What follows belongs to an exercise in optimizing a design on an open flow for small area and a short achievable clock period; a production flow would make more cautious choices.
The RTL was checked by simulation tests, not by an equivalence proof against the original design.
No activity file was given, so power comes from the tool's default toggle rates.

## design.v

```verilog
module func_unit(
  input  [3:0]  FS,
  input         SLT,
  input  [4:0]  SH,
  input  [31:0] A,
  input  [31:0] B,
  output [31:0] F
);
  wire [31:0] bx  = ({32{FS[1]}} & B) | ({32{FS[0]}} & ~B);
  wire        cin = FS[0];
  wire [32:0] sum1 = {A, 1'b1} + {bx, cin};
  wire [31:0] sum = sum1[32:1];
  wire nb1 = ~B[31] ^ ~(|B[30:0]);
  wire eq  = A[31] == nb1;
  reg [3:0] tt;
  always @(*) begin
    case (FS[2:0])
      3'b000:  tt = 4'b1000;  
      3'b001:  tt = 4'b1110;  
      3'b010:  tt = 4'b0110;  
      3'b011:  tt = 4'b0011;  
      default: tt = 4'b1010;  
    endcase
  end
  wire [31:0] lu = ({32{tt[3]}} &  A &  B) | ({32{tt[2]}} &  A & ~B) |
                   ({32{tt[1]}} & ~A &  B) | ({32{tt[0]}} & ~A & ~B);
  wire lsl = FS[1];
  wire [4:0] amt = lsl ? (5'd0 - SH) : SH;
  wire [63:0] bb = {B, B};
  wire [31:0] rot = bb >> amt;
  reg  [31:0] mask;
  integer k;
  always @(*)
    for (k = 0; k < 32; k = k + 1)
      mask[k] = lsl ? (k >= SH) : (k <= 31 - SH);
  wire [31:0] sh = rot & mask;
  wire shift = FS[3] & FS[2] & (FS[1] ^ FS[0]);
  wire [31:0] f = ~FS[3] ? sum : shift ? sh : lu;
  wire f0_s1 = SLT ? (eq ? A[31] : 1'b1) : f[0];    
  wire f0_s0 = SLT ? (eq ? A[31] : 1'b0) : f[0];    
  assign F = {f[31:1] & {31{~SLT}}, sum[31] ? f0_s1 : f0_s0};
endmodule
module instruction_decoder (
  input  [31:0] IR,
  output        RW,     
  output        LD,     
  output        SLT,    
  output        ST,     
  output        MA,     
  output        MB,     
  output        CS,     
  output        BR,     
  output        BZ,
  output        BNZ,
  output        JMP,    
  output        JMR
);
  wire [6:0] op = IR[31:25];
  localparam NOP  = 7'b000_0000,
             MOVA = 7'b100_0000,
             ADD  = 7'b000_0010,
             SUB  = 7'b000_0101,
             AND  = 7'b000_1000,
             OR   = 7'b000_1001,
             XOR  = 7'b000_1010,
             NOT  = 7'b000_1011,
             ADI  = 7'b010_0010,
             SBI  = 7'b010_0101,
             ANI  = 7'b010_1000,
             ORI  = 7'b010_1001,
             XRI  = 7'b010_1010,
             AIU  = 7'b100_0010,
             SIU  = 7'b100_0101,
             MOVB = 7'b000_1100,
             LSR  = 7'b000_1101,
             LSL  = 7'b000_1110,
             LDO  = 7'b001_0000,
             STO  = 7'b010_0000,
             JMRO = 7'b111_0000,
             SLTO = 7'b110_0101,
             BZO  = 7'b110_0000,
             BNZO = 7'b100_1000,
             JMPO = 7'b110_1000,
             JML  = 7'b011_0000;
  assign LD  = op == LDO;
  assign SLT = op == SLTO;
  assign ST  = op == STO;
  assign MA  = op == JML;
  assign BZ  = op == BZO;
  assign BNZ = op == BNZO;
  assign JMP = op == JMPO || op == JML;
  assign JMR = op == JMRO;
  assign BR  = BZ | BNZ | JMP;
  assign CS  = op == ADI || op == SBI || BR;
  assign MB  = CS || op == ANI || op == ORI || op == XRI || op == AIU || op == SIU;
  assign RW  = op == MOVA || op == MOVB || op == ADD || op == SUB || op == AND ||
               op == OR   || op == XOR  || op == LSR || op == LSL || op == NOT ||
               op == ADI  || op == SBI  || op == ANI || op == ORI || op == XRI ||
               op == AIU  || op == SIU  || LD || SLT || MA;
endmodule
module ao221 (
  input  a1, a2, b1, b2, c,
  output x
);
  assign x = (a1 & a2) | (b1 & b2) | c;
endmodule
module reg_next (
  input  l,
  input  h,
  input  d,
  input  q,
  output o
);
  assign o = (l & d) | (h & q);
endmodule
module rd6 (
  input  [5:0] s,
  input  [5:0] d,
  output       y
);
  assign y = |(s & d);
endmodule
module rd_and2 (
  input  [1:0] a,
  output       y
);
  assign y = &a;
endmodule
module rd_or6 (
  input  [5:0] a,
  output       y
);
  assign y = |a;
endmodule
module pipeline(
  input  clk, rst_n,
  input  [31:0] IR ,   
  input  [31:0] D_IN,   
  output [31:0] D_OUT,  
  output [10:0] I_ADDR,
  output [10:0] D_ADDR, 
  output reg im_oen,
  output reg dm_oen,
  output reg dm_wen,
  output reg halt
);
  integer k;
  reg  [31:0] PC, PC_1;
  reg  [31:0] ins;                  
  reg         iv;                   
  reg         flush_ID;             
  reg  [31:1] asel, bsel;           
  reg         HA, HB;               
  reg         WHB;                  
  reg  [31:0] EX_R;                 
  reg  [31:0] EX_T;                 
  reg  [4:0]  EX_DA;
  reg         EX_RW;                
  reg         EX_LD;                
  reg         EX_TAKE;              
  reg         EX_FL;                
  wire [31:0] RES     = EX_LD ? D_IN : EX_R;    
  reg  [31:0] PC_INC, ia;
  integer d;
  always @(*) begin
    ia = PC;
    for (d = 1; d < 32; d = d * 2)
      for (k = 2*d - 1; k < 32; k = k + 2*d)
        ia[k] = ia[k] & ia[k-d];
    for (d = 8; d >= 1; d = d / 2)
      for (k = 3*d - 1; k < 32; k = k + 2*d)
        ia[k] = ia[k] & ia[k-d];
    PC_INC = PC ^ {ia[30:0], 1'b1};
  end
  wire [31:0] PC_NEXT = EX_TAKE ? EX_T : PC_INC;
  reg  [31:0] rf [1:31];
  wire [31:0] rf_nxt [1:31];
  genvar gi, gb;
  generate
    for (gi = 1; gi < 32; gi = gi + 1) begin : w
      wire we = EX_RW && EX_DA == gi;
      wire l = rst_n & we, h = rst_n & ~we;
      for (gb = 0; gb < 32; gb = gb + 1) begin : b
        reg_next RN(.l(l), .h(h), .d(RES[gb]), .q(rf[gi][gb]),
                    .o(rf_nxt[gi][gb]));
      end
    end
  endgenerate
  always @(posedge clk)
    for (k = 1; k < 32; k = k + 1)
      rf[k] <= rf_nxt[k];
  wire ID_RW, ID_LD, ID_SLT, ID_ST, MA, MB, CS, ID_BR, ID_BZ, ID_BNZ,
       ID_JMP, ID_JMR;
  instruction_decoder INSDE(.IR(ins), .RW(ID_RW), .LD(ID_LD), .SLT(ID_SLT),
                            .ST(ID_ST), .MA(MA), .MB(MB), .CS(CS), .BR(ID_BR),
                            .BZ(ID_BZ), .BNZ(ID_BNZ), .JMP(ID_JMP),
                            .JMR(ID_JMR));
  wire [4:0] ID_DA = ins[24:20];
  wire       id_v  = iv & ~EX_TAKE;
  wire       rw_next = id_v & ID_RW & (|ID_DA);   
  wire [31:0] RA, RB;
  generate
    for (gb = 0; gb < 32; gb = gb + 1) begin : rd
      wire [31:1] d;
      for (gi = 1; gi < 32; gi = gi + 1) begin : c
        assign d[gi] = rf[gi][gb];
      end
      wire [5:0] ga, gbb;
      for (gi = 0; gi < 5; gi = gi + 1) begin : g
        rd6 RDA(.s(asel[6*gi+6:6*gi+1]), .d(d[6*gi+6:6*gi+1]), .y(ga[gi]));
        rd6 RDB(.s(bsel[6*gi+6:6*gi+1]), .d(d[6*gi+6:6*gi+1]), .y(gbb[gi]));
      end
      rd_and2 RDA31(.a({asel[31], d[31]}), .y(ga[5]));
      rd_and2 RDB31(.a({bsel[31], d[31]}), .y(gbb[5]));
      rd_or6 AN(.a(ga), .y(RA[gb]));
      rd_or6 BN(.a(gbb), .y(RB[gb]));
    end
  endgenerate
  wire [31:0] IM  = {{17{CS & ins[14]}}, ins[14:0]};
  reg  [31:0] BRA, bg, bp, BG, BP;
  always @(*) begin
    bg = PC_1 & IM;
    bp = PC_1 ^ IM;
    BG = bg;
    BP = bp;
    for (d = 1; d < 32; d = d * 2)
      for (k = 2*d - 1; k < 32; k = k + 2*d) begin
        BG[k] = BG[k] | (BP[k] & BG[k-d]);
        BP[k] = BP[k] & BP[k-d];
      end
    for (d = 8; d >= 1; d = d / 2)
      for (k = 3*d - 1; k < 32; k = k + 2*d) begin
        BG[k] = BG[k] | (BP[k] & BG[k-d]);
        BP[k] = BP[k] & BP[k-d];
      end
    BRA = bp ^ {BG[30:0], 1'b0};
  end
  wire aPC = MA,  aR = ~MA & HA & ~EX_LD, aD = ~MA & HA & EX_LD, aF = ~MA & ~HA;
  wire bIM = MB,  bR = ~MB & HB & ~WHB & ~EX_LD, bD = ~MB & HB & ~WHB & EX_LD,
       bF = ~MB & ~HB;
  wire [31:0] BUS_A, BUS_B;
  generate
    for (gb = 0; gb < 32; gb = gb + 1) begin : opm
      ao221 MXA(.a1(aF), .a2(RA[gb]), .b1(aD), .b2(D_IN[gb]),
                .c((aPC & PC_1[gb]) | (aR & EX_R[gb])), .x(BUS_A[gb]));
      ao221 MXB(.a1(bF), .a2(RB[gb]), .b1(bD), .b2(D_IN[gb]),
                .c((bIM & IM[gb]) | (bR & EX_R[gb])), .x(BUS_B[gb]));
    end
  endgenerate
  wire [31:0] F;
  func_unit FUNCUNIT(.FS(ID_ST ? 4'b1100 : ins[28:25]), .SLT(ID_SLT),
                     .SH(ins[4:0]), .A(BUS_A), .B(BUS_B), .F(F));
  wire Z    = ~|BUS_A;
  wire take = ID_JMP | ID_JMR | (ID_BZ & Z) | (ID_BNZ & ~Z);
  wire dD = dm_wen & HA & EX_LD, dR = dm_wen & HA & ~EX_LD, dF = dm_wen & ~HA;
  generate
    for (gb = 0; gb < 11; gb = gb + 1) begin : dam
      ao221 MXD(.a1(dF), .a2(RA[gb]), .b1(dD), .b2(D_IN[gb]),
                .c((~dm_wen & EX_T[gb]) | (dR & EX_R[gb])), .x(D_ADDR[gb]));
    end
  endgenerate
  assign D_OUT  = EX_R;
  assign I_ADDR = PC[10:0];
  wire squash_if = EX_TAKE | flush_ID;
  always @(posedge clk) begin
    ins      <= IR;
    for (k = 1; k < 32; k = k + 1) begin
      asel[k] <= IR[19:15] == k;
      bsel[k] <= IR[14:10] == k;
    end
    EX_R     <= F;
    EX_T     <= ID_BR ? BRA : BUS_A;
    EX_DA    <= ID_DA;
    EX_LD    <= ID_LD;
  end
  always @(posedge clk) begin
    if (!rst_n) begin
      PC       <= 0;
      PC_1     <= 0;
      im_oen   <= 1'b1;
      halt     <= 1'b0;
      iv       <= 1'b0;
      flush_ID <= 1'b0;
      dm_oen   <= 1'b1;
      dm_wen   <= 1'b1;
      EX_RW    <= 1'b0;
      EX_TAKE  <= 1'b0;
      EX_FL    <= 1'b0;
      HA       <= 1'b0;
      HB       <= 1'b0;
      WHB      <= 1'b0;
    end else begin
      PC       <= PC_NEXT;
      PC_1     <= PC;
      im_oen   <= 1'b0;
      halt     <= halt | (~squash_if & (&IR));
      iv       <= ~squash_if;
      flush_ID <= EX_FL;
      dm_oen   <= ~(id_v & ID_LD);
      dm_wen   <= ~(id_v & ID_ST);
      EX_RW    <= rw_next;
      EX_TAKE  <= id_v & take;
      EX_FL    <= id_v & take & ~ID_JMR;
      HA       <= rw_next & (IR[19:15] == ID_DA);
      HB       <= rw_next & (IR[14:10] == ID_DA);
      WHB      <= EX_RW & (IR[14:10] == EX_DA);
    end
  end
endmodule
```

## constraint.sdc

```tcl
create_clock -name core_clock -period 12.0 [get_ports {clk}]
set_input_delay 2.4000 -clock core_clock [delete_from_list [all_inputs] [get_ports {clk}]]
set_output_delay 2.4000 -clock core_clock [all_outputs]
set_load 0.01 [all_outputs]
```

## flow/run.sh

```bash
#!/bin/bash
set -euo pipefail
bash standard.sh \
  SETUP_SLACK_MARGIN=6.6 \
  "BUFFER_PORTS_ARGS=-buffer_cell sky130_fd_sc_hd__buf_4" \
  "CTS_ARGS=-sink_clustering_enable -repair_clock_nets -sink_clustering_size 25 -sink_clustering_max_diameter 90 -dont_use_dummy_load" \
  finish > standard_flow.log 2>&1
```

## standard.sh

```bash
#!/bin/bash
# synth_recipe.tcl (not shown) runs the flow's synth.tcl, then flattens the netlist and writes it again
# the make line also repeats each setting of config.mk as NAME=value (left out here)
make -C /OpenROAD-flow-scripts/flow DESIGN_CONFIG=/design/flow/config.mk WORK_HOME=/design/flow/orfs CLKGATE_MAP_FILE= SYNTH_SCRIPT=/design/flow/synth_recipe.tcl "${@:-finish}"
```

## config.mk

```make
export PLATFORM = sky130hd
export DESIGN_NAME = pipeline
export DESIGN_NICKNAME = pipeline
export VERILOG_FILES = /design/flow/design.v
export SDC_FILE = /design/flow/constraint.sdc
export NUM_CORES = 4
export LEC_CHECK = 0
export CAP_MARGIN = 20
export CORE_MARGIN = 2
export CORE_UTILIZATION = 42
export CTS_CLUSTER_DIAMETER = 90
export CTS_CLUSTER_SIZE = 25
export GPL_ROUTABILITY_DRIVEN = 1
export PLACE_DENSITY = 0.52
export SETUP_SLACK_MARGIN = 5
export SLEW_MARGIN = 20
export SYNTH_HIERARCHICAL = 1
export SYNTH_MINIMUM_KEEP_SIZE = 1
```

==> reports/metrics.cfg, run 1 <==
[clock_network]
insertion_delay_ns = 0.76
cts_tree = done
cts_buffers = 61
ctsHtreeMaxLevel = 2
cts_root_buffer = clkbuf_16
path_clk_slew_ns = 0.10
clock_sinks = 1227
ctsHoldBuffers = 0
clock_path_buffers = 3

[floorplanning]
die_y_um = 370
start_util_pct = 42.2
die_w_um = 370
die-area_um2 = 137000
std_cell_rows = 134
core_um2 = 133000
io_pins = 124

[critical_path]
path_buf_inv = 2
worstPathArrival_ns = 3.04
crit_slowest_cell = nor2_1
crit_path_end_kind = output port
startpoint_type = register
crit_family = simple AND/OR/NAND/NOR gates
required_ns = 9.60
reg2regPathDepth = 16
crit_chain = buf_4 > a22oi_1 > nand3_1 > nor2_1 > nand2_1 > a221o_1 > buf_6
crit_cells = 7
r2r_start = bsel[30]
path_class = reg -> out
critPathMaxStageDelay_ns = 0.48
cp-startpoint = asel[12]
crit_fanout = 32

[grt]
grt_antenna_before_repair = 8
grt_pass1_wl_um = 397000
gr-total-overflow = 0
grt_pass1_vias = 51153
track_usage_pct = 40.1
grt_max_degree = 52

[power_and_ir_drop]
power_mw = 7.20
p_int_mw = 5.17
p_sw_mw = 2.03
netSwitchingFraction_pct = 28.2
power_density_nw_per_um2 = 113
comb_power_share_pct = 10.4
p_clk_share_pct = 32.1
ir_worst_vdd_v = 0.000117
leakagePower_nw = 24.3
p_seq_share_pct = 57.6

[timing]
finalSetupViolations = 0
tightest_slew_ns = 1.25
drv_slew = 0
holdWs_ns = 0.359
period_share_pct = 45.4
period_needed_ns = 5.44
setup_tns_ns = 0
fin_worst_skew_ns = 0.127
max_freq_mhz = 184
setup_ws_ns = 6.56
rsz0062_at_grt = yes
finalHoldViolCount = 0
slew_headroom_pct = 16.1

[placement]
place_area_um2 = 60800
hpwlAfterDp_um = 174000
dp.cells = 7559
place_congestion = 0.973
portBuffers = 123
preCtsSetupSlack_ns = 5.29

[min_path]
hold_class = reg -> reg
hold_start = EX_T[23]
min_path_cells = 2

[yosys]
syn_area_per_cell_um2 = 10.0
synth_area_um2 = 56200
syn_nets = 5792
synthCells = 5622
yosys_warnings = 10

[run]
maxCapViolCount = 0

[final_layout]
regArea_um2 = 24600
multiInputGateArea_um2 = 32000
layout_common_cells = dfxtp_1 (1221), a22o_1 (1039), a22oi_1 (945)
area_growth_pct = 12.8
final_util_pct = 47.6
fill_cells = 12657
drive_above_1_share_pct = 12.1
design_area_um2 = 63400
layout_commonest_cell = dfxtp_1
finalNonFillerCells = 7658
nets = 6058

[route]
wl_per_cell_um = 37.6
first_pass_iters = 8
dr_total_vias = 55470
via_per_inst = 7.24
drc = 0
postRouteAntennaNets = 0
drtIter0Drc = 8802
drt_wl_total_um = 288000

[status]
status = complete, no violations

==> per-layer routing <==
| layer | GRT usage [%] | routed length, um | vias to the layer above |
|---|---|---|---|
| met1 | 53.8 | 116000 | 27522 |
| met2 | 55.2 | 115000 | 3983 |
| met3 | 14.1 | 38000 | 729 |
| li1 | - | - | 23232 |
| met4 | 23.1 | 19500 | 4 |
| met5 | 0 | 24 | - |
==> cell type report <==
| type | instances | share of cell area (%) |
|---|---|---|
| Multi-Input combinational cell | 4185 | 50.5 |
| Sequential cell | 1227 | 38.8 |
| Timing Repair Buffer | 357 | 4.50 |
| Tap cell | 1768 | 3.49 |
| Clock buffer | 61 | 2.41 |
| Inverter | 56 | 0.335 |
| Antenna cell | 4 | 0.0158 |
==> worst min-delay path, cell delays in order (launching register included) <==
cell and delay (ns):
dfxtp_1 0.31, a21oi_1 0.06, nor2_1 0.07
==> repair_timing <==
item,4_1_cts,5_1_grt
buffers inserted,12,18
pin swaps,19,23
endpoints found under the setup margin,50,27
resized for setup,94,79
gates cloned,1,3
==> power by group through the flow <==
stage | Sequential, mW | Clock (mW) | Combinational, mW
after floorplan | 4.23 | 0 | 0.323
after global placement | 4.24 | 0 | 0.705
after detailed placement | 4.24 | 0 | 0.701
after CTS | 4.14 | 2.33 | 0.708
after global routing | 4.15 | 2.47 | 0.755
final | 4.14 | 2.31 | 0.746
==> final timing paths <==
kind	endpoint	slack, ns
worst min register to register	PC[23]	0.36
worst min-delay path	PC[23]	0.36
worst max-delay path	D_ADDR[9]	6.56
worst max register to register	EX_R[30]	6.58
==> state kept, by name, summed over array words and instances, names as in the netlist, 5 cells and up <==
| register | cells |
|---|---|
| asel | 31 |
| bsel | 31 |
| rf | 992 |
| ins | 27 |
| PC | 32 |
| EX_DA | 5 |
| EX_T | 32 |
| EX_R | 32 |
| PC_1 | 32 |
==> inputs of run 2 (changes only) <==
--- a/design.v
+++ b/design.v
@@ -98,11 +98,17 @@
                op == ADI  || op == SBI  || op == ANI || op == ORI || op == XRI ||
                op == AIU  || op == SIU  || LD || SLT || MA;
 endmodule
-module ao221 (
-  input  a1, a2, b1, b2, c,
+module m_a21o (
+  input  a, b, c,
   output x
 );
-  assign x = (a1 & a2) | (b1 & b2) | c;
+  assign x = (a & b) | c;
+endmodule
+module m_a21oi (
+  input  a, b, c,
+  output y
+);
+  assign y = ~((a & b) | c);
 endmodule
 module reg_next (
   input  l,
@@ -126,11 +132,17 @@
 );
   assign y = &a;
 endmodule
-module rd_or6 (
-  input  [5:0] a,
+module rd_nor3 (
+  input  [2:0] a,
+  output       y
+);
+  assign y = ~|a;
+endmodule
+module rd_nand2 (
+  input  [1:0] a,
   output       y
 );
-  assign y = |a;
+  assign y = ~&a;
 endmodule
 module pipeline(
   input  clk, rst_n,
@@ -198,7 +210,7 @@
   wire [4:0] ID_DA = ins[24:20];
   wire       id_v  = iv & ~EX_TAKE;
   wire       rw_next = id_v & ID_RW & (|ID_DA);   
-  wire [31:0] RA, RB;
+  wire [31:0] RA0, RA1, RB0, RB1;
   generate
     for (gb = 0; gb < 32; gb = gb + 1) begin : rd
       wire [31:1] d;
@@ -212,8 +224,10 @@
       end
       rd_and2 RDA31(.a({asel[31], d[31]}), .y(ga[5]));
       rd_and2 RDB31(.a({bsel[31], d[31]}), .y(gbb[5]));
-      rd_or6 AN(.a(ga), .y(RA[gb]));
-      rd_or6 BN(.a(gbb), .y(RB[gb]));
+      rd_nor3 A0(.a(ga[2:0]), .y(RA0[gb]));
+      rd_nor3 A1(.a(ga[5:3]), .y(RA1[gb]));
+      rd_nor3 B0(.a(gbb[2:0]), .y(RB0[gb]));
+      rd_nor3 B1(.a(gbb[5:3]), .y(RB1[gb]));
     end
   endgenerate
   wire [31:0] IM  = {{17{CS & ins[14]}}, ins[14:0]};
@@ -241,10 +255,15 @@
   wire [31:0] BUS_A, BUS_B;
   generate
     for (gb = 0; gb < 32; gb = gb + 1) begin : opm
-      ao221 MXA(.a1(aF), .a2(RA[gb]), .b1(aD), .b2(D_IN[gb]),
-                .c((aPC & PC_1[gb]) | (aR & EX_R[gb])), .x(BUS_A[gb]));
-      ao221 MXB(.a1(bF), .a2(RB[gb]), .b1(bD), .b2(D_IN[gb]),
-                .c((bIM & IM[gb]) | (bR & EX_R[gb])), .x(BUS_B[gb]));
+      wire xa, ya, xb, yb;
+      m_a21o  XA(.a(RA0[gb]), .b(RA1[gb]), .c(~aF), .x(xa));
+      m_a21oi YA(.a(aD), .b(D_IN[gb]),
+                 .c((aPC & PC_1[gb]) | (aR & EX_R[gb])), .y(ya));
+      rd_nand2 ZA(.a({xa, ya}), .y(BUS_A[gb]));
+      m_a21o  XB(.a(RB0[gb]), .b(RB1[gb]), .c(~bF), .x(xb));
+      m_a21oi YB(.a(bD), .b(D_IN[gb]),
+                 .c((bIM & IM[gb]) | (bR & EX_R[gb])), .y(yb));
+      rd_nand2 ZB(.a({xb, yb}), .y(BUS_B[gb]));
     end
   endgenerate
   wire [31:0] F;
@@ -255,8 +274,11 @@
   wire dD = dm_wen & HA & EX_LD, dR = dm_wen & HA & ~EX_LD, dF = dm_wen & ~HA;
   generate
     for (gb = 0; gb < 11; gb = gb + 1) begin : dam
-      ao221 MXD(.a1(dF), .a2(RA[gb]), .b1(dD), .b2(D_IN[gb]),
-                .c((~dm_wen & EX_T[gb]) | (dR & EX_R[gb])), .x(D_ADDR[gb]));
+      wire xd, yd;
+      m_a21o  XD(.a(RA0[gb]), .b(RA1[gb]), .c(~dF), .x(xd));
+      m_a21oi YD(.a(dD), .b(D_IN[gb]),
+                 .c((~dm_wen & EX_T[gb]) | (dR & EX_R[gb])), .y(yd));
+      rd_nand2 ZD(.a({xd, yd}), .y(D_ADDR[gb]));
     end
   endgenerate
   assign D_OUT  = EX_R;
==> flow/run.sh (replaced) <==
#!/bin/bash
set -euo pipefail
bash standard.sh \
  SETUP_SLACK_MARGIN=6.5 \
  "BUFFER_PORTS_ARGS=-buffer_cell sky130_fd_sc_hd__buf_2" \
  "CTS_ARGS=-sink_clustering_enable -repair_clock_nets -sink_clustering_size 25 -sink_clustering_max_diameter 90 -dont_use_dummy_load" \
  finish > standard_flow.log 2>&1
--- a/config.mk
+++ b/config.mk
@@ -5,7 +5,7 @@
 export SDC_FILE = /design/flow/constraint.sdc
 export NUM_CORES = 4
 export LEC_CHECK = 0
-export CAP_MARGIN = 20
+export CAP_MARGIN = 10
 export CORE_MARGIN = 2
 export CORE_UTILIZATION = 42
 export CTS_CLUSTER_DIAMETER = 90
@@ -13,6 +13,6 @@
 export GPL_ROUTABILITY_DRIVEN = 1
 export PLACE_DENSITY = 0.52
 export SETUP_SLACK_MARGIN = 5
-export SLEW_MARGIN = 20
+export SLEW_MARGIN = 10
 export SYNTH_HIERARCHICAL = 1
 export SYNTH_MINIMUM_KEEP_SIZE = 1
==> reports/metrics.cfg, run 2 <==
[placement]
place_area_um2 = 61100
portBuffers = 123
place_congestion = 0.968
hpwlAfterDp_um = 178000

[grt]
grt_max_degree = 52
track_usage_pct = 39.3
grt_pass1_wl_um = 398000
grt_pass1_vias = 49478
grt_antenna_before_repair = 6
gr-total-overflow = 0

[timing]
period_needed_ns = 5.61
tightest_slew_ns = 1.32
rsz0062_at_grt = no
period_share_pct = 46.8
max_freq_mhz = 178
drv_slew = 0
setup_tns_ns = 0
fin_worst_skew_ns = 0.106
slew_headroom_pct = 11.8
finalHoldViolCount = 0
finalSetupViolations = 0

[min_path]
min_path_cells = 2
hold_class = reg -> reg

[clock_network]
ctsHtreeMaxLevel = 2
cts_root_buffer = clkbuf_16
cts_buffers = 59
cts_tree = done
insertion_delay_ns = 0.76
path_clk_slew_ns = 0.10
clock_path_buffers = 3
clock_sinks = 1227

[status]
status = complete, no violations

[route]
wl_per_cell_um = 37.6
postRouteAntennaNets = 0
drt_wl_total_um = 288000
first_pass_iters = 6
via_per_inst = 7.16
dr_total_vias = 54941
drtIter0Drc = 8487
drc = 0

[critical_path]
startpoint_type = register
worstPathArrival_ns = 3.21
required_ns = 9.60
path_class = reg -> out
crit_path_end_kind = output port
crit_fanout = 32
reg2regPathDepth = 20

[yosys]
syn_area_per_cell_um2 = 10.0
synth_area_um2 = 57300
synthCells = 5701
syn_nets = 5871
yosys_warnings = 10

[final_layout]
largest_reg_flops = 992
drive_above_1_share_pct = 13.3
layout_commonest_cell = dfxtp_1
design_area_um2 = 63000
nets = 6063
layout_common_cells = dfxtp_1 (1219), a22o_1 (1039), a22oi_1 (960)
area_growth_pct = 9.96
largest_register = rf

[floorplanning]
die-area_um2 = 139000
die_w_um = 373
std_cell_rows = 135
die_y_um = 373
io_pins = 124
core_um2 = 135000
start_util_pct = 42.3

[run]
maxCapViolCount = 0

[power_and_ir_drop]
power_density_nw_per_um2 = 114
ir_worst_vdd_v = 0.000128
leakagePower_nw = 23.7
power_mw = 7.17

-- run 2: cell count changes in the layout (fill, tap and decap cells not counted), sizes merged, moves of 13 or more --
cell | before | now
nor3 | 50 | 182
nor4 | 90 | 23
buf | 355 | 283
a21o | 28 | 101
o21ai | 120 | 133
a21oi | 122 | 187
a221o | 78 | 4
nor2 | 320 | 271
-- run 2: path summary, 6_finish.rpt --
| check | startpoint | end | slack [ns] |
|---|---|---|---|
| max | asel[17] | D_ADDR[6] | 6.39 |
| min | EX_T[11] | PC[11] | 0.40 |
| max reg2reg | ins[26] | EX_R[31] | 6.63 |
| min reg2reg | EX_T[11] | PC[11] | 0.40 |
-- run 2: final cells by class --
class                   instances  area, um2
fillers                     12863      72500
multi-input cells            4266      32500
flip-flops and latches       1227      24600
well taps                    1781       2230
repair buffers                286       1950
clock buffers                  59       1480
inverters                      52        201
diodes                          3       7.51
repair inverters                1       5.00
-- run 2: metal layers --
metal | share of wire [%] | up-vias | global-route usage, % | routed length [um]
met3 | 13 | 464 | 13.1 | 38900
met2 | 39 | 3683 | 52.8 | 112000
met4 | 5.2 | 6 | 16.9 | 15000
met1 | 42 | 27550 | 56.3 | 122000
li1 | - | 23238 | - | -
met5 | 0.014 | - | 0 | 41
-- run 2: critical path: stages (launching register included) --
cell and delay, ns:
dfxtp_1 0.31, buf_4 0.30, a22oi_1 0.26, nand3_1 0.44, nor3_2 0.63, a21o_1 0.30
nand2_1 0.08, buf_2 0.15
-- run 2: power breakdown --
group / internal, mW / total (mW) / switching [mW] / leakage, nW
clock network: 0.875 / 2.28 / 1.41 / 0.727
logic: 0.153 / 0.744 / 0.591 / 13.1
registers: 4.10 / 4.14 / 0.0475 / 9.91
-- run 2: through the flow --
| step | hold slack [ns] | instances | setup WS (ns) | utilization [%] |
|---|---|---|---|---|
| after floorplan | 0.380 | 5701 | 6.50 | - |
| after global placement | 0.413 | 7596 | 5.90 | 45.1 |
| after detailed placement | 0.408 | 7596 | 5.76 | 45.1 |
| after CTS | 0.406 | 7659 | 6.50 | 46.3 |
| after global routing | 0.441 | 7673 | 6.49 | 46.5 |
| final | 0.397 | 7675 | 6.39 | 46.5 |
-- run 2: timing repair --
action	in CTS	in global routing
hold buffers	0	0
resized for setup	26	37
setup buffers	2	11
cloned	2	2
endpoints found under the setup margin	44	25
pin swaps	2	7
==> inputs of run 3 (changes only) <==
==> flow/run.sh (replaced) <==
#!/bin/bash
set -euo pipefail
bash standard.sh \
  SETUP_SLACK_MARGIN=6.7 \
  "BUFFER_PORTS_ARGS=-buffer_cell sky130_fd_sc_hd__buf_2" \
  "CTS_ARGS=-sink_clustering_enable -repair_clock_nets -sink_clustering_size 25 -sink_clustering_max_diameter 90 -dont_use_dummy_load" \
  finish > standard_flow.log 2>&1
==> reports/metrics.cfg, run 3 <==
[timing]
slew_headroom_pct = 8.82
rsz0062_at_grt = yes
max_freq_mhz = 188
finalSetupViolations = 0
period_needed_ns = 5.31
finalHoldViolCount = 0
period_share_pct = 44.3
fin_worst_skew_ns = 0.117
drv_slew = 0
setup_tns_ns = 0
tightest_slew_ns = 1.37

[final_layout]
drive_above_1_share_pct = 14.1
fill_cells = 12908
largest_register = rf
largest_reg_flops = 992
layout_common_cells = dfxtp_1 (1220), a22o_1 (1039), a22oi_1 (960)
layout_commonest_cell = dfxtp_1
finalNonFillerCells = 7686
nets = 6072
area_growth_pct = 10.9

[critical_path]
critPathMaxStageDelay_ns = 0.46
crit_chain = buf_6 > a22oi_1 > nand3_2 > nor3_4 > buf_12 > a21o_1 > nand2_1 > buf_2
crit_path_end_kind = output port
crit_slowest_cell = dfxtp_1
crit_cells = 8
required_ns = 9.60
reg2regPathDepth = 22
startpoint_type = register
crit_fanout = 26
worstPathArrival_ns = 2.91
crit_family = simple AND/OR/NAND/NOR gates
path_buf_inv = 3
path_class = reg -> out

[route]
drc = 0
postRouteAntennaNets = 0
wl_per_cell_um = 37.7
drt_wl_total_um = 290000
via_per_inst = 7.23
dr_total_vias = 55536
drtIter0Drc = 9339
first_pass_iters = 6

[power_and_ir_drop]
leakagePower_nw = 23.9
power_density_nw_per_um2 = 113
ir_worst_vdd_v = 0.000132

[floorplanning]
die_y_um = 373
std_cell_rows = 135
start_util_pct = 42.3
core_um2 = 135000
die-area_um2 = 139000
die_w_um = 373
io_pins = 124

[clock_network]
cts_root_buffer = clkbuf_16
ctsHtreeMaxLevel = 2
path_clk_slew_ns = 0.11
cts_tree = done
clock_path_buffers = 3
clock_sinks = 1227
insertion_delay_ns = 0.77
cts_buffers = 59
ctsHoldBuffers = 0

[run]
maxCapViolCount = 0

[yosys]
synthCells = 5701
syn_nets = 5871
syn_area_per_cell_um2 = 10.0
yosys_warnings = 10
synth_area_um2 = 57300

[placement]
hpwlAfterDp_um = 177000
dp.cells = 7589
place_congestion = 0.999
portBuffers = 123

[min_path]
hold_class = reg -> reg
min_path_cells = 1

[grt]
gr-total-overflow = 0
grt_pass1_wl_um = 398000
grt_antenna_before_repair = 20
track_usage_pct = 39.3
grt_pass1_vias = 49391
grt_max_degree = 51

[status]
status = complete, no violations

-- run 3: what timing repair did --
item	CTS	global route
pin swaps	6	29
resized for setup	68	70
gates cloned	5	3
setup buffers	4	21
setup endpoints to repair	48	33
hold endpoints to repair	0	0
-- run 3: stage by stage --
stage          setup slack [ns]  cell area (um2)  total power [mW]  hold WS [ns]  util [%]
2_1_floorplan              6.64            57400              4.56         0.380         -
3_3_place_gp               6.08            61100              4.94         0.407      45.1
3_5_place_dp               5.99            61100              4.94         0.411      45.1
4_1_cts                    6.69            63000              7.15         0.430      46.5
5_1_grt                    6.67            63500              7.34         0.438      46.9
6_report                   6.69            63500              7.19         0.432      46.9
-- run 3: final timing paths --
check / start / to / slack, ns
hold / removal: flush_ID / iv / 0.43
setup reg to reg: ins[30] / EX_R[31] / 6.75
setup / recovery: asel[16] / D_ADDR[8] / 6.69
hold reg to reg: flush_ID / iv / 0.43
-- run 3: report_power, final --
group / total [mW] / internal [mW] / switching (mW)
Clock: 2.28 / 0.875 / 1.41
Sequential: 4.15 / 4.10 / 0.0496
Combinational: 0.755 / 0.156 / 0.599
Total: 7.19 / 5.13 / 2.06
-- run 3: cell type report --
cell class | instances | area (um2) | area share, %
timing repair inverter | 3 | 17.5 | 0.0276
timing repair buffer | 292 | 2110 | 3.32
sequential | 1227 | 24600 | 38.7
tap | 1781 | 2230 | 3.51
inverter | 52 | 209 | 0.329
antenna | 5 | 12.5 | 0.0197
clock buffer | 59 | 1480 | 2.32
multi-input combinational | 4267 | 32900 | 51.8
-- run 3: routing by layer --
metal	part of all wire, %	track usage, %	vias to the layer above
met5	0.027	0	-
met4	4.7	14.7	12
met3	14	14.3	488
met2	39	52.4	3944
met1	42	56.9	27833
li1	-	-	23259
==> inputs of run 4 (changes only) <==
==> flow/run.sh (replaced) <==
#!/bin/bash
set -euo pipefail
bash standard.sh \
  SETUP_SLACK_MARGIN=6.9 \
  "BUFFER_PORTS_ARGS=-buffer_cell sky130_fd_sc_hd__buf_2" \
  "CTS_ARGS=-sink_clustering_enable -repair_clock_nets -sink_clustering_size 25 -sink_clustering_max_diameter 90 -dont_use_dummy_load" \
  finish > standard_flow.log 2>&1
==> reports/metrics.cfg, run 4 <==
[timing]
finalSetupViolations = 0
period_needed_ns = 5.29
finalHoldViolCount = 0
period_share_pct = 44.1
fin_worst_skew_ns = 0.109
max_freq_mhz = 189
slew_headroom_pct = 12.2
tightest_slew_ns = 1.31
setup_tns_ns = 0
drv_slew = 0
rsz0062_at_grt = yes

[yosys]
syn_nets = 5871
synth_area_um2 = 57300
synthCells = 5701
syn_area_per_cell_um2 = 10.0
yosys_warnings = 10

[final_layout]
largest_reg_flops = 992
nets = 6088
area_growth_pct = 11.6
final_util_pct = 47.2
drive_above_1_share_pct = 14.7
layout_commonest_cell = dfxtp_1
fill_cells = 12813
layout_common_cells = dfxtp_1 (1216), a22o_1 (1039), a22oi_1 (958)
largest_register = rf

[route]
dr_total_vias = 55151
first_pass_iters = 8
drc = 0
drt_wl_total_um = 285000
via_per_inst = 7.16
wl_per_cell_um = 37.0
postRouteAntennaNets = 0
drtIter0Drc = 8763

[clock_network]
cts_root_buffer = clkbuf_16
ctsHtreeMaxLevel = 2
insertion_delay_ns = 0.75
clock_path_buffers = 3
clock_sinks = 1227
cts_buffers = 60
path_clk_slew_ns = 0.10
ctsHoldBuffers = 0
cts_tree = done

[floorplanning]
die_w_um = 373
io_pins = 124
std_cell_rows = 135
die-area_um2 = 139000
start_util_pct = 42.3
die_y_um = 373
core_um2 = 135000

[critical_path]
crit_chain = buf_4 > a22oi_1 > nand3_1 > nor3_4 > buf_4 > a21o_1 > nand2_1 > buf_6
crit_fanout = 32
path_buf_inv = 3
worstPathArrival_ns = 2.89
critPathMaxStageDelay_ns = 0.35
cp_common_cell = buf_4
crit_family = simple AND/OR/NAND/NOR gates
path_class = reg -> out
crit_slowest_cell = nand3_1
crit_path_end_kind = output port
startpoint_type = register
required_ns = 9.60

[grt]
gr-total-overflow = 0
track_usage_pct = 38.6
grt_antenna_before_repair = 12
grt_max_degree = 56
grt_pass1_vias = 49385
grt_pass1_wl_um = 392000

[power_and_ir_drop]
leakagePower_nw = 24.2
ir_worst_vdd_v = 0.000109
power_density_nw_per_um2 = 113

[min_path]
hold_class = reg -> reg

[placement]
hpwlAfterDp_um = 174000
place_congestion = 0.977
portBuffers = 123

[run]
maxCapViolCount = 0

[status]
status = complete, no violations

==> run 4: repair_timing <==
action	in CTS	in global routing
pin swaps	27	32
gates cloned	5	2
setup endpoints to repair	56	39
buffers inserted	27	27
resized for setup	111	79
==> run 4: area by class of cell <==
type / count / area (um2) / area share, %
Clock buffer: 60 / 1500 / 2.35
Inverter: 52 / 201 / 0.315
Timing Repair Buffer: 309 / 2360 / 3.70
Tap cell: 1781 / 2230 / 3.48
Sequential cell: 1227 / 24600 / 38.5
Antenna cell: 5 / 12.5 / 0.0196
Multi-Input combinational cell: 4267 / 33000 / 51.7
Timing Repair inverter: 1 / 7.51 / 0.0117
==> run 4: layer usage <==
| layer | GRT usage [%] | vias to the layer above | share of wire [%] |
|---|---|---|---|
| met5 | 0 | - | 0.027 |
| met4 | 15.3 | 12 | 4.9 |
| met3 | 14.1 | 439 | 14 |
| met2 | 52.1 | 3665 | 39 |
| met1 | 55.1 | 27730 | 42 |
| li1 | - | 23305 | - |
==> run 4: through the flow <==
step | cells | power, mW | setup WS [ns] | hold WS [ns] | instance area, um2
finish | 7702 | 7.20 | 6.71 | 0.424 | 64000
global route | 7699 | 7.36 | 6.74 | 0.443 | 63900
CTS | 7668 | 7.17 | 6.76 | 0.421 | 63400
detailed placement | 7576 | 4.93 | 6.03 | 0.410 | 61000
global placement | 7576 | 4.93 | 6.08 | 0.404 | 61000
floorplan | 5701 | 4.56 | 6.64 | 0.380 | 57400
==> run 4: worst paths after layout <==
check / start / to / slack [ns] / depth (start not counted)
setup / recovery: asel[17] / D_ADDR[9] / 6.71 / 8
hold / removal: ins[21] / EX_DA[1] / 0.42 / 0
setup reg to reg: bsel[11] / EX_R[0] / 6.91 / 18
hold reg to reg: ins[21] / EX_DA[1] / 0.42 / 0
==> run 4: power by group <==
| group | switching [mW] | internal, mW |
|---|---|---|
| clock network | 1.41 | 0.888 |
| registers | 0.0470 | 4.10 |
| logic | 0.592 | 0.166 |
==> inputs of run 5 (changes only) <==
==> flow/run.sh (replaced) <==
#!/bin/bash
set -euo pipefail
bash standard.sh \
  SETUP_SLACK_MARGIN=7.1 \
  "BUFFER_PORTS_ARGS=-buffer_cell sky130_fd_sc_hd__buf_2" \
  "CTS_ARGS=-sink_clustering_enable -repair_clock_nets -sink_clustering_size 25 -sink_clustering_max_diameter 90 -dont_use_dummy_load" \
  finish > standard_flow.log 2>&1
==> reports/metrics.cfg, run 5 <==
[status]
status = complete, no violations

[power_and_ir_drop]
leakagePower_nw = 24.5
power_density_nw_per_um2 = 111
ir_worst_vdd_v = 0.000129

[timing]
finalSetupViolations = 0
rsz0062_at_grt = yes
max_freq_mhz = 189
drv_slew = 0
period_needed_ns = 5.28
period_share_pct = 44.0
tightest_slew_ns = 1.33
setup_tns_ns = 0
holdWs_ns = 0.423
fin_worst_skew_ns = 0.105
slew_headroom_pct = 11.4
finalHoldViolCount = 0

[placement]
place_area_um2 = 61100
dp.cells = 7589
hpwlAfterDp_um = 177000
portBuffers = 123
place_congestion = 1.00

[min_path]
min_path_cells = 1
hold_class = reg -> reg

[critical_path]
crit_fanout = 32
r2r_setup_slack_ns = 6.96
reg2regPathDepth = 18
startpoint_type = register
crit_path_end_kind = output port
path_class = reg -> out
worstPathArrival_ns = 2.88
required_ns = 9.60

[yosys]
synthCells = 5701
synth_area_um2 = 57300
syn_nets = 5871
yosys_warnings = 10
syn_area_per_cell_um2 = 10.0

[grt]
grt_pass1_wl_um = 398000
gr-usage-met2_pct = 51.7
grt_antenna_before_repair = 18
use_met3_pct = 15.1
track_usage_pct = 39.2
grt_max_degree = 74
grt_use_met1_pct = 55.4
grt_busiest_layer = met1
gr-total-overflow = 0
grt_pass1_vias = 49692

[clock_network]
cts_tree = done
insertion_delay_ns = 0.76
clock_sinks = 1227
cts_root_buffer = clkbuf_16
path_clk_slew_ns = 0.11
ctsHoldBuffers = 0
clock_path_buffers = 3
cts_buffers = 59
ctsHtreeMaxLevel = 2

[final_layout]
area_growth_pct = 13.0
finalNonFillerCells = 7761
nets = 6143
largest_reg_flops = 992
drive_above_1_share_pct = 16.1
layout_common_cells = dfxtp_1 (1216), a22o_1 (1039), a22oi_1 (955)
design_area_um2 = 64700
fill_cells = 12710
largest_register = rf
layout_commonest_cell = dfxtp_1

[route]
drtIter0Drc = 9579
first_pass_iters = 9
drt_wl_total_um = 290000
wl_per_cell_um = 37.4
via_per_inst = 7.21
dr_total_vias = 55967
postRouteAntennaNets = 0
drc = 0

[floorplanning]
io_pins = 124
start_util_pct = 42.3
core_um2 = 135000
die_w_um = 373
die-area_um2 = 139000
die_y_um = 373
std_cell_rows = 135

[run]
maxCapViolCount = 0

-- run 5: metal layers --
metal	part of all wire, %	wire, um
met2	38	111000
met5	0.044	127
met1	41	120000
met4	5.6	16100
met3	15	43100
-- run 5: metrics by stage --
stage | worst slack [ns] | utilization, % | power (mW)
floorplan | 6.65 | - | 4.56
global placement | 5.92 | 45.1 | 4.94
detailed placement | 5.86 | 45.1 | 4.94
CTS | 6.77 | 47.0 | 7.17
global route | 6.74 | 47.8 | 7.36
finish | 6.72 | 47.8 | 7.21
-- run 5: worst paths after layout --
| kind | start | end |
|---|---|---|
| min reg2reg | flush_ID | iv |
| max | asel[12] | D_ADDR[10] |
| max reg2reg | bsel[11] | EX_R[0] |
| min | flush_ID | iv |
-- run 5: layout make-up --
class	instances	area (um2)	share of cell area, %
Timing Repair inverter	1	7.51	0.0116
Antenna cell	9	22.5	0.0348
Timing Repair Buffer	366	2870	4.43
Clock buffer	59	1480	2.28
Sequential cell	1227	24600	38.0
Inverter	52	208	0.321
Tap cell	1781	2230	3.44
Multi-Input combinational cell	4266	33300	51.5
-- run 5: power breakdown --
group,total [mW],switching (mW),internal [mW]
Clock,2.29,1.41,0.875
Combinational,0.777,0.604,0.173
Sequential,4.15,0.0498,4.10
-- run 5: worst max-delay path, cell delays in order, from the launching register on --
cell,delay (ns)
dfxtp_1,0.32
buf_4,0.28
a22oi_1,0.29
nand3_2,0.23
nor3_4,0.26
buf_12,0.15
a21o_1,0.27
nand2_1,0.12
buf_2,0.15
-- run 5: what timing repair did --
item | CTS | global route
setup endpoints to repair | 61 | 34
pin swaps | 47 | 75
cloned | 6 | 2
buffers inserted | 37 | 59
gates resized for setup | 135 | 123
==> inputs of run 6 (changes only) <==
==> flow/run.sh (replaced) <==
#!/bin/bash
set -euo pipefail
bash standard.sh \
  SETUP_SLACK_MARGIN=7.3 \
  "BUFFER_PORTS_ARGS=-buffer_cell sky130_fd_sc_hd__buf_2" \
  "CTS_ARGS=-sink_clustering_enable -repair_clock_nets -sink_clustering_size 25 -sink_clustering_max_diameter 90 -dont_use_dummy_load" \
  finish > standard_flow.log 2>&1
==> reports/metrics.cfg, run 6 <==
[status]
status = complete, no violations

[critical_path]
reg2regPathDepth = 23
worstPathArrival_ns = 2.83
path_class = in -> out
critPathMaxStageDelay_ns = 0.15
path_buf_inv = 2
crit_path_end_kind = output port
r2r_end = EX_R[0]
crit_fanout = 2
crit_slowest_cell = buf_2
r2r_start = ins[30]
r2r_setup_slack_ns = 7.02
crit_chain = buf_12 > a21oi_2 > nand2_1 > buf_2
crit_family = buffers and inverters
startpoint_type = input port
required_ns = 9.60

[clock_network]
path_clk_slew_ns = 0.11
cts_root_buffer = clkbuf_16
ctsHtreeMaxLevel = 2
clock_path_buffers = 3
cts_buffers = 60
insertion_delay_ns = 0.78
clock_sinks = 1227
cts_tree = done

[final_layout]
nets = 6187
final_util_pct = 48.2
largest_register = rf
area_growth_pct = 14.0
finalNonFillerCells = 7802
fill_cells = 12757
layout_common_cells = dfxtp_1 (1216), a22o_1 (1039), a22oi_1 (956)
largest_reg_flops = 992
drive_above_1_share_pct = 17.3
layout_commonest_cell = dfxtp_1
regArea_um2 = 24600
multiInputGateArea_um2 = 33500

[floorplanning]
die_y_um = 373
start_util_pct = 42.3
die-area_um2 = 139000
die_w_um = 373
core_um2 = 135000
std_cell_rows = 135
io_pins = 124

[route]
first_pass_iters = 7
drtIter0Drc = 9304
drt_wl_total_um = 291000
via_per_inst = 7.17
wl_per_cell_um = 37.3
dr_total_vias = 55914
postRouteAntennaNets = 0
drc = 0

[timing]
tightest_slew_ns = 1.33
setup_tns_ns = 0
finalHoldViolCount = 0
setup_ws_ns = 6.77
rsz0062_at_grt = yes
period_needed_ns = 5.23
period_share_pct = 43.6
slew_headroom_pct = 11.4
max_freq_mhz = 191
drv_slew = 0
finalSetupViolations = 0
fin_worst_skew_ns = 0.127

[placement]
dp.cells = 7587
place_congestion = 1.02
portBuffers = 123
hpwlAfterDp_um = 177000
preCtsSetupSlack_ns = 6.00

[grt]
grt_pass1_vias = 49902
grt_antenna_before_repair = 13
gr-total-overflow = 0
grt_max_degree = 51
track_usage_pct = 39.3
grt_pass1_wl_um = 398000

[yosys]
yosys_warnings = 10
synthCells = 5701
synth_area_um2 = 57300
syn_nets = 5871
syn_area_per_cell_um2 = 10.0

[power_and_ir_drop]
ir_worst_vdd_v = 0.000133
power_density_nw_per_um2 = 111
power_mw = 7.23
leakagePower_nw = 24.7

[min_path]
min_path_cells = 1
holdPathEnd = iv
hold_start = flush_ID
hold_class = reg -> reg

[run]
maxCapViolCount = 0

run 6: worst max-delay path by stage:
| stage | from | to | cells past startpoint |
|---|---|---|---|
| after floorplan | ins[31] | EX_R[0] | 21 |
| after detailed placement | ins[31] | EX_R[0] | 21 |
| after CTS | D_IN[2] | D_ADDR[2] | 4 |
| after global routing | asel[13] | D_ADDR[4] | 8 |
| after global placement | ins[31] | EX_R[0] | 21 |
| final | D_IN[10] | D_ADDR[10] | 4 |
run 6: area by class of cell:
class	count	area share, %
multi-input combinational	4268	51.3
clock buffer	60	2.30
sequential	1227	37.6
tap	1781	3.41
antenna	6	0.0230
timing repair buffer	408	5.06
inverter	52	0.312
run 6: metrics by stage:
step / hold WS (ns) / instance area [um2]
after floorplan: 0.380 / 57400
after global placement: 0.410 / 61100
after detailed placement: 0.416 / 61100
after CTS: 0.434 / 64200
after global routing: 0.456 / 65300
final: 0.441 / 65300
run 6: timing repair:
item                                    in CTS  in global routing
hold buffers                                 0                  0
pin swaps                                   75                 78
gates resized for setup                    171                141
buffers inserted                            77                 61
hold endpoints to repair                     0                  0
endpoints found under the setup margin      61                 76
gates cloned                                 7                  4
run 6: report_power, final:
group / total, mW / switching, mW / internal [mW]
Clock: 2.30 / 1.41 / 0.889
Combinational: 0.783 / 0.603 / 0.180
Sequential: 4.15 / 0.0493 / 4.10
Total: 7.23 / 2.06 / 5.16
run 6: layer usage:
layer  GRT usage (%)  wire length, um  vias up
met1            55.1           120000    28000
li1                -                -    23488
met2            53.9           115000     3874
met3            14.4            40600      542
met5           0.720              195        -
met4            16.1            15100       10

-- what the ideal ports hide --
The results above use ideal ports. As a check the final layouts listed here were re-extracted and re-timed, cells and wires unchanged. Step 1: set_driving_cell puts a clkbuf_16 on clk and a buf_2 on each other input, an assumption about the parent block. Step 2 times the ports against the registers' clock, not the clock port: input delays grow and output delays shrink by t, the midpoint of the rising clock arrivals with the driver on. Slacks: no drivers / after step 1 / after step 2; pairs: no drivers / after step 1.
| run | shift t [ns] | setup WS [ns] | worst register clock-pin slew, ns |
|---|---|---|---|
| run 1 | 0.786 | 6.558 / 6.473 / 6.042 | 0.11 / 0.11 |
| run 2 | 0.800 | 6.385 / 6.297 / 6.342 | 0.11 / 0.11 |
| run 3 | 0.796 | 6.686 / 6.601 / 6.381 | 0.12 / 0.12 |
| run 4 | 0.785 | 6.705 / 6.619 / 6.385 | 0.11 / 0.11 |
| run 5 | 0.794 | 6.718 / 6.628 / 6.438 | 0.11 / 0.11 |
| run 6 | 0.798 | 6.765 / 6.683 / 6.337 | 0.11 / 0.11 |
After both steps setup and hold are still met in every run listed. For run 1, which loses most, drivers alone change the setup slack by -0.085 ns; drivers and shift together by -0.516 ns.
